Context: an optimization exercise on an open-source flow, tuned for small area, a short achievable clock period and few clock cycles per item. The choices shown serve that exercise and are no tape-out recipe. RTL that was checked went through simulation tests only; none was proved equivalent to the original. No activity file was given, so power comes from the tool's default toggle rates.

xenon:
==> flow/design.v <==
`timescale 1ns / 1ps
module simon2share(clk, data_ina, data_inb, data_rdy, cipher_out, Done, Trig);
input clk;
input data_ina, data_inb;
input [1:0] data_rdy;
output [127:0] cipher_out;
output reg Done, Trig;
reg [7:0] counter;     
reg [6:0] ptcnt;       
wire idle  = (data_rdy == 2'd0);
wire ld_pt = (data_rdy == 2'd1);
wire ld_k  = (data_rdy == 2'd2);
wire run   = (data_rdy == 2'd3);
wire ph    = counter[0];
always @(posedge clk) begin
	if (idle)
		counter <= 8'd0;
	else if (run)
		counter <= counter + 8'd1;
end
always @(posedge clk) begin
	if (ld_k)
		ptcnt <= 7'd0;
	else if (ld_pt)
		ptcnt <= ptcnt + 7'd1;
end
always @(posedge clk) begin
	Trig <= (counter == 8'd1);
	Done <= run && (counter == 8'd135);
end
reg [63:0] Xa, Ya, Xb, Yb;
wire [63:0] Xa1 = {Xa[62:0], Xa[63]};
wire [63:0] Xa2 = {Xa[61:0], Xa[63:62]};
wire [63:0] Xa8 = {Xa[55:0], Xa[63:56]};
wire [63:0] Xb1 = {Xb[62:0], Xb[63]};
wire [63:0] Xb2 = {Xb[61:0], Xb[63:62]};
wire [63:0] Xb8 = {Xb[55:0], Xb[63:56]};
wire [63:0] Ya1 = {Ya[62:0], Ya[63]};
wire [63:0] Ya8 = {Ya[55:0], Ya[63:56]};
wire [63:0] Yb1 = {Yb[62:0], Yb[63]};
wire [63:0] Yb8 = {Yb[55:0], Yb[63:56]};
wire [63:0] KYa, KYb;
wire [63:0] sa1 = Ya ^ Xa2 ^ (Xa1 & Xa8);
wire [63:0] sb1 = Yb ^ Xb2 ^ (Xb1 & Xb8);
wire [63:0] sa2 = Xa ^ KYa ^ (Ya1 & Yb8);
wire [63:0] sb2 = Xb ^ KYb ^ (Yb1 & Ya8);
wire y_load = ld_pt && (ptcnt[6] == 1'b0 || ptcnt[5:0] == 6'd0);
always @(posedge clk) begin
	if (run) begin
		if (ph == 1'b0) begin
			Xa <= sa1;
			Xb <= sb1;
		end
		else begin
			Xa <= sa2;
			Xb <= sb2;
		end
	end
	else if (ld_pt) begin
		Xa <= {data_ina, Xa[63:1]};
		Xb <= {data_inb, Xb[63:1]};
	end
	if ((run && ph == 1'b0) || y_load) begin
		Ya <= Xa;
		Yb <= Xb;
	end
end
reg [63:0] KXa, KXb;
reg [63:0] KYa_r, KYb_r;
assign KYa = KYa_r;
assign KYb = KYb_r;
wire [0:127] Z = {68'b10101111011100000011010010011000101000010001111110010110110011101011, 60'd0};
wire [63:0] c = 64'hfffffffffffffffc;
always @(posedge clk) begin
	if (ld_k) begin
		{KXa, KYa_r} <= {data_ina, KXa, KYa_r[63:1]};
		{KXb, KYb_r} <= {data_inb, KXb, KYb_r[63:1]};
	end
	else if (run && ph == 1'b1) begin
		KXa <= c ^ Z[counter[7:1]] ^ KYa_r ^ {KXa[2:0], KXa[63:3]} ^ {KXa[3:0], KXa[63:4]};
		KYa_r <= KXa;
		KXb <= KYb_r ^ {KXb[2:0], KXb[63:3]} ^ {KXb[3:0], KXb[63:4]};
		KYb_r <= KXb;
	end
end
wire [127:0] res_a = Done ? {Xa, Ya} : 128'd0;
wire [127:0] res_b = Done ? {Xb, Yb} : 128'd0;
assign cipher_out = res_a ^ res_b;
endmodule
Settings: LEC_CHECK=0, ABC_AREA=1, CAP_MARGIN=20, CORE_MARGIN=2, CORE_UTILIZATION=60, SETUP_SLACK_MARGIN=1.7, SLEW_MARGIN=20; clock period 4.2 ns.
run.sh (not shown) runs the stock make flow with config.mk's settings and CLKGATE_MAP_FILE= SYNTH_SCRIPT=/design/flow/synth_recipe.tcl, a recipe that flattens the netlist after the stock synthesis.
Testbench counts of xenon, summed over its fixed seeds: cycles 201,728, encryptions 512.
Inputs modified between xenon and quartz:
Settings: SETUP_SLACK_MARGIN now 1.9, was 1.7; ABC_CLOCK_PERIOD_IN_PS now 2300, previously not set; ABC_AREA no longer set, was 1; CORE_UTILIZATION now 45, was 60.
Results
quartz went all the way through synthesis, placement and routing and the layout is clean on timing, DRC and antenna. The post-layout instance count excluding filler cells number comes out lower for xenon vs quartz. Compared to xenon, quartz leaves more free space in the core. quartz vs. xenon: post-cts repair resize count shows a reduction of about 50%, count of cells along the worst hold path fell by 1, proportion of register bits with asynchronous set or reset after synthesis now sits at about the same level. Number of inserted filler cells in the final layout of quartz exceeds that of xenon by more than half. Cmp quartz vs xenon: number of instances in the synthesized netlist lower in quartz. Largest fanout of any net on the critical path was lower in quartz than in xenon. On clock skew, quartz tracks xenon almost exactly. quartz gives more number of cells after detailed placement than xenon did.
Modified inputs, juniper compared to quartz
Settings: ABC_CLOCK_PERIOD_IN_PS removed (was 2300); SETUP_SLACK_MARGIN removed (was 1.9).
## What came out
Delta (juniper minus quartz): final critical-path share of the clock period went up, total wire length after detailed routing went down.
Diff quartz..juniper | multi-input combinational cell count | negligible
Wire length on met2 is higher on quartz
Critical path depth: juniper and quartz compared, lower one is juniper
Relative to quartz, sequential share of layout area increased by 3.7 points in juniper.
Number of global-route vias before repair (lower): juniper
Measured against juniper, the global-route wire length before repair of quartz comes out at 1.09 times the reference value.
Wire length the detailed router placed on met1 (juniper over quartz): decrease, about 9%
Design area: juniper vs quartz down 3300 µm²
Layout-stage area growth over the synthesis result on juniper is down relative to quartz.
The inputs of cedar differ from those of juniper as listed below.
Settings: an added SETUP_SLACK_MARGIN of 1.9; an added ABC_AREA of 1.
==> flow/flow/run.sh (new file) <==
#!/bin/bash
# Standard ORFS layout (the standard.sh, standard synthesis unchanged) with three changes:
#  - port buffers are plain buf_2 cells instead of the delay cells buffer_ports picks by default;
#  - timing repair may change a cell's footprint (so it can resize those port buffers);
#  - before the placement-stage repair_design, a max fanout of 16 is set so that high-fanout
#    nets get a balanced buffer tree.
set -uo pipefail
here=$(pwd)
bash standard.sh \
  MATCH_CELL_FOOTPRINT=0 \
  "BUFFER_PORTS_ARGS=-buffer_cell sky130_fd_sc_hd__buf_2" \
  PRE_RESIZE_TCL=$here/flow/pre_resize.tcl \
  finish > standard.log 2>&1
status=$?
cp -r orfs/logs orfs_logs 2>/dev/null
exit $status
==> flow/flow/pre_resize.tcl (new file) <==
# Guide repair_design: split high-fanout nets into buffer trees.
set_max_fanout 16 [current_design]
==> flow/standard.sh (new file) <==
#!/bin/bash
# synth_recipe.tcl (not shown) runs the flow's synth.tcl, then flattens the netlist and writes it again
# the make line also repeats each setting of config.mk as NAME=value (left out here)
make -C /OpenROAD-flow-scripts/flow DESIGN_CONFIG=/design/flow/config.mk WORK_HOME=/design/flow/orfs CLKGATE_MAP_FILE= SYNTH_SCRIPT=/design/flow/synth_recipe.tcl "${@:-finish}"
removed: flow/run.sh
==> comparison <==
- As far as post-synthesis sequential element count goes, juniper and cedar are indistinguishable; the numbers are identical.
- On footprint of the flip-flops and latches, cedar tracks juniper almost exactly.
- Area added between synthesis and finish: cedar vs juniper up 7.0 points
- Taking juniper as the reference, in cedar fraction of area in registers fell by 1.7 points, flip-flop and latch power saw a decrease, smallest hold slack -0.098 ns, setup slack picked up an extra 0.34 ns.
- cedar vs. juniper: portion of total power attributed to the clock network went up by 7.2 points.
--- input diff cedar..raven ---
==> flow/run.sh (new file) <==
#!/bin/bash
# synth_recipe.tcl (not shown) runs the flow's synth.tcl, then flattens the netlist and writes it again
# the make line also repeats each setting of config.mk as NAME=value (left out here)
make -C /OpenROAD-flow-scripts/flow DESIGN_CONFIG=/design/flow/config.mk WORK_HOME=/design/flow/orfs CLKGATE_MAP_FILE= SYNTH_SCRIPT=/design/flow/synth_recipe.tcl finish
removed: flow/flow/run.sh
removed: flow/flow/pre_resize.tcl
removed: flow/standard.sh
==> summary.txt <==
raven: all stages complete, timing, DRC and antenna checks passed
[compare] base=cedar new=raven: power saw a decrease, final area saw a decrease.
Between raven and cedar, it is raven whose minimum setup slack after placement is higher, by 5.97 ns.
Path length in cells of the critical path: raven and cedar compared, lower one is raven
Compared to cedar, the router laid down less metal wire for raven.
Changes observed in raven relative to cedar: latest clock arrival within the worst-skew pair went down 0.04 ns; worst setup slack now larger.
Maximum number of pins on one net before global-route repair was lower in the run labelled cedar.


Setup of lane 1:
simon2share, a different RTL version from the one above (not shown whole).
For scale: about 3200 cells after synthesis, ~550 flip-flops, roughly 140 I/O pins, roughly 29000 µm² of cells after synthesis.
Settings: LEC_CHECK=0, CAP_MARGIN=20, CORE_MARGIN=2, CORE_UTILIZATION=65, CTS_CLUSTER_DIAMETER=80, CTS_CLUSTER_SIZE=24, PLACE_DENSITY=0.72, SETUP_SLACK_MARGIN=1.9, SLEW_MARGIN=20; clock period 4.2 ns.
standard.sh (not shown) runs the stock make flow with config.mk's settings and CLKGATE_MAP_FILE= SYNTH_SCRIPT=/design/flow/synth_recipe.tcl, a recipe that flattens the netlist after the stock synthesis.
==> flow/flow/run.sh <==
#!/bin/bash
# Standard ORFS layout (the standard.sh, standard synthesis unchanged) with two changes:
#  - port buffers are plain buf_2 cells instead of the delay cells buffer_ports picks by default;
#  - timing repair after CTS may change a cell's footprint (so it can resize those buffers).
# The make output goes to standard.log; each ORFS step keeps its own log under orfs/logs.
set -uo pipefail
bash standard.sh \
  MATCH_CELL_FOOTPRINT=0 \
  "BUFFER_PORTS_ARGS=-buffer_cell sky130_fd_sc_hd__buf_2" \
  finish > standard.log 2>&1
Per the final summary, lane 1 finished and its layout is clean on timing, DRC and antenna.
Testbench counts of lane 1, summed over its fixed seeds: cycles 202,240, encryptions 512.
--- input diff lane 1..lane 2 ---
Settings: swapping 1.9 for 1.85 in SETUP_SLACK_MARGIN.
==> summary.txt <==
- Comparing lane 1 against lane 2, there is no change at all in complex-gate fraction of the synthesized area.
- Sequential share of layout area, lane 2 and lane 1: smaller value in lane 1
- The flow did not stop early for lane 2: all stages ran, and the layout cleared the timing, design-rule and antenna checks.
- The final reports for lane 2 and lane 1 show layout-stage area growth over the synthesis result lower in the former.
- | buffer count from post-CTS setup fixing | lane 2 vs lane 1 | 8 lower |
- On total length of routed met3 wires: lane 2 sits below lane 1.
- On worst-case headroom to the max-slew limit, lane 1 beats lane 2.


## run A
simon2share, a different RTL version from the one above (not shown whole).
Size in the first run: ~3900 cells after synthesis, roughly 560 flip-flops, roughly 140 I/O pins, roughly 0.031 mm2 of cells after synthesis.
## simon2share
module simon2share(clk, data_ina, data_inb, data_rdy, cipher_out, Done, Trig);
==> flow/config.mk <==
export PLATFORM = sky130hd
export DESIGN_NAME = simon2share
export DESIGN_NICKNAME = simon2share
export VERILOG_FILES = /design/flow/design.v
export SDC_FILE = /design/flow/constraint.sdc
export NUM_CORES = 4
export LEC_CHECK = 0
export ABC_AREA = 1
export CAP_MARGIN = 20
export CORE_MARGIN = 2
export CORE_UTILIZATION = 65
export CTS_CLUSTER_DIAMETER = 80
export CTS_CLUSTER_SIZE = 24
export PLACE_DENSITY = 0.72
export SETUP_SLACK_MARGIN = 1.85
export SLEW_MARGIN = 20
==> flow/constraint.sdc <==
create_clock -name core_clock -period 4.2 [get_ports {clk}]
set_input_delay 0.8400 -clock core_clock [delete_from_list [all_inputs] [get_ports {clk}]]
set_output_delay 0.8400 -clock core_clock [all_outputs]
set_load 0.01 [all_outputs]
Scripts as last shown in full above: flow/flow/run.sh
Having completed the whole flow, run A delivered a layout that passed the timing, design-rule and antenna checks.
Relative to run A, the following input files were edited for run B:
- ABC_AREA no longer set, was 1
==> flow/run.sh (new file) <==
#!/bin/bash
# synth_recipe.tcl (not shown) runs the flow's synth.tcl, then flattens the netlist and writes it again
# the make line also repeats each setting of config.mk as NAME=value (left out here)
make -C /OpenROAD-flow-scripts/flow DESIGN_CONFIG=/design/flow/config.mk WORK_HOME=/design/flow/orfs CLKGATE_MAP_FILE= SYNTH_SCRIPT=/design/flow/synth_recipe.tcl finish
removed: flow/flow/run.sh
removed: flow/standard.sh
## What came out
The capturing instance or port of the critical path comes out cipher_out[82] in one run and cipher_out[5] in the other, namely in run B and run A respectively.
In run B the sequential fraction of total cell area turned out 0.79 points lower than in run A.
A worst setup path startpoint of Xb[18] is what run B shows, while oe[0] belongs to run A.
Final clock period utilization by the worst path: run A vs run B, no meaningful difference
Worst-path maximum fanout was higher in the run labelled run A.
Summary: with run A as the reference, first-pass GRT wire length in run B moved down by more than 10%.
Width of the chip essentially unchanged between run A and run B.
Run B vs run A, number of global-route vias before repair went down by 3877.
Run A → run B: multi-input combinational area share essentially unchanged; register area increased by about 6% relative to the old numbers; via count went down about 20%; post-detailed-routing wire length fell 13%.
No run of this note included a check of the RTL's function; only the layout flow was run.

==> afterwards: timing with drivers on the ports <==
No port has a modelled driver above. Below, the same layouts with a new extraction and two added sets of constraints.
Step 1 assumes that a clkbuf_16 drives the clock port and a buf_2 every other input.
Step 2 also shifts input and output timing later by t, the mid clock arrival at the registers, as if the neighbouring blocks saw the same clock.
Slacks: no drivers / after step 1 / after step 2; pairs: no drivers / after step 1.
run	t, ns	setup WS [ns]	worst setup path at the end
xenon	0.684	1.384 / 1.320 / 1.446	input to register
quartz	0.687	1.628 / 1.568 / 1.435	input to register
juniper	0.677	1.011 / 0.955 / 0.872	input to register
cedar	0.689	1.352 / 1.293 / 1.251	input to register
raven	0.651	1.511 / 1.451 / 1.347	input to register
lane 1	0.657	1.912 / 1.854 / 1.933	input to register
lane 2	0.655	1.865 / 1.805 / 1.922	register to register
run A	0.639	1.826 / 1.771 / 1.936	input to register
run B	0.631	1.829 / 1.771 / 1.255	input to register
After both steps setup and hold are still met in every run listed. For run B, which loses most, drivers alone change the setup slack by -0.058 ns; drivers and shift together by -0.574 ns.
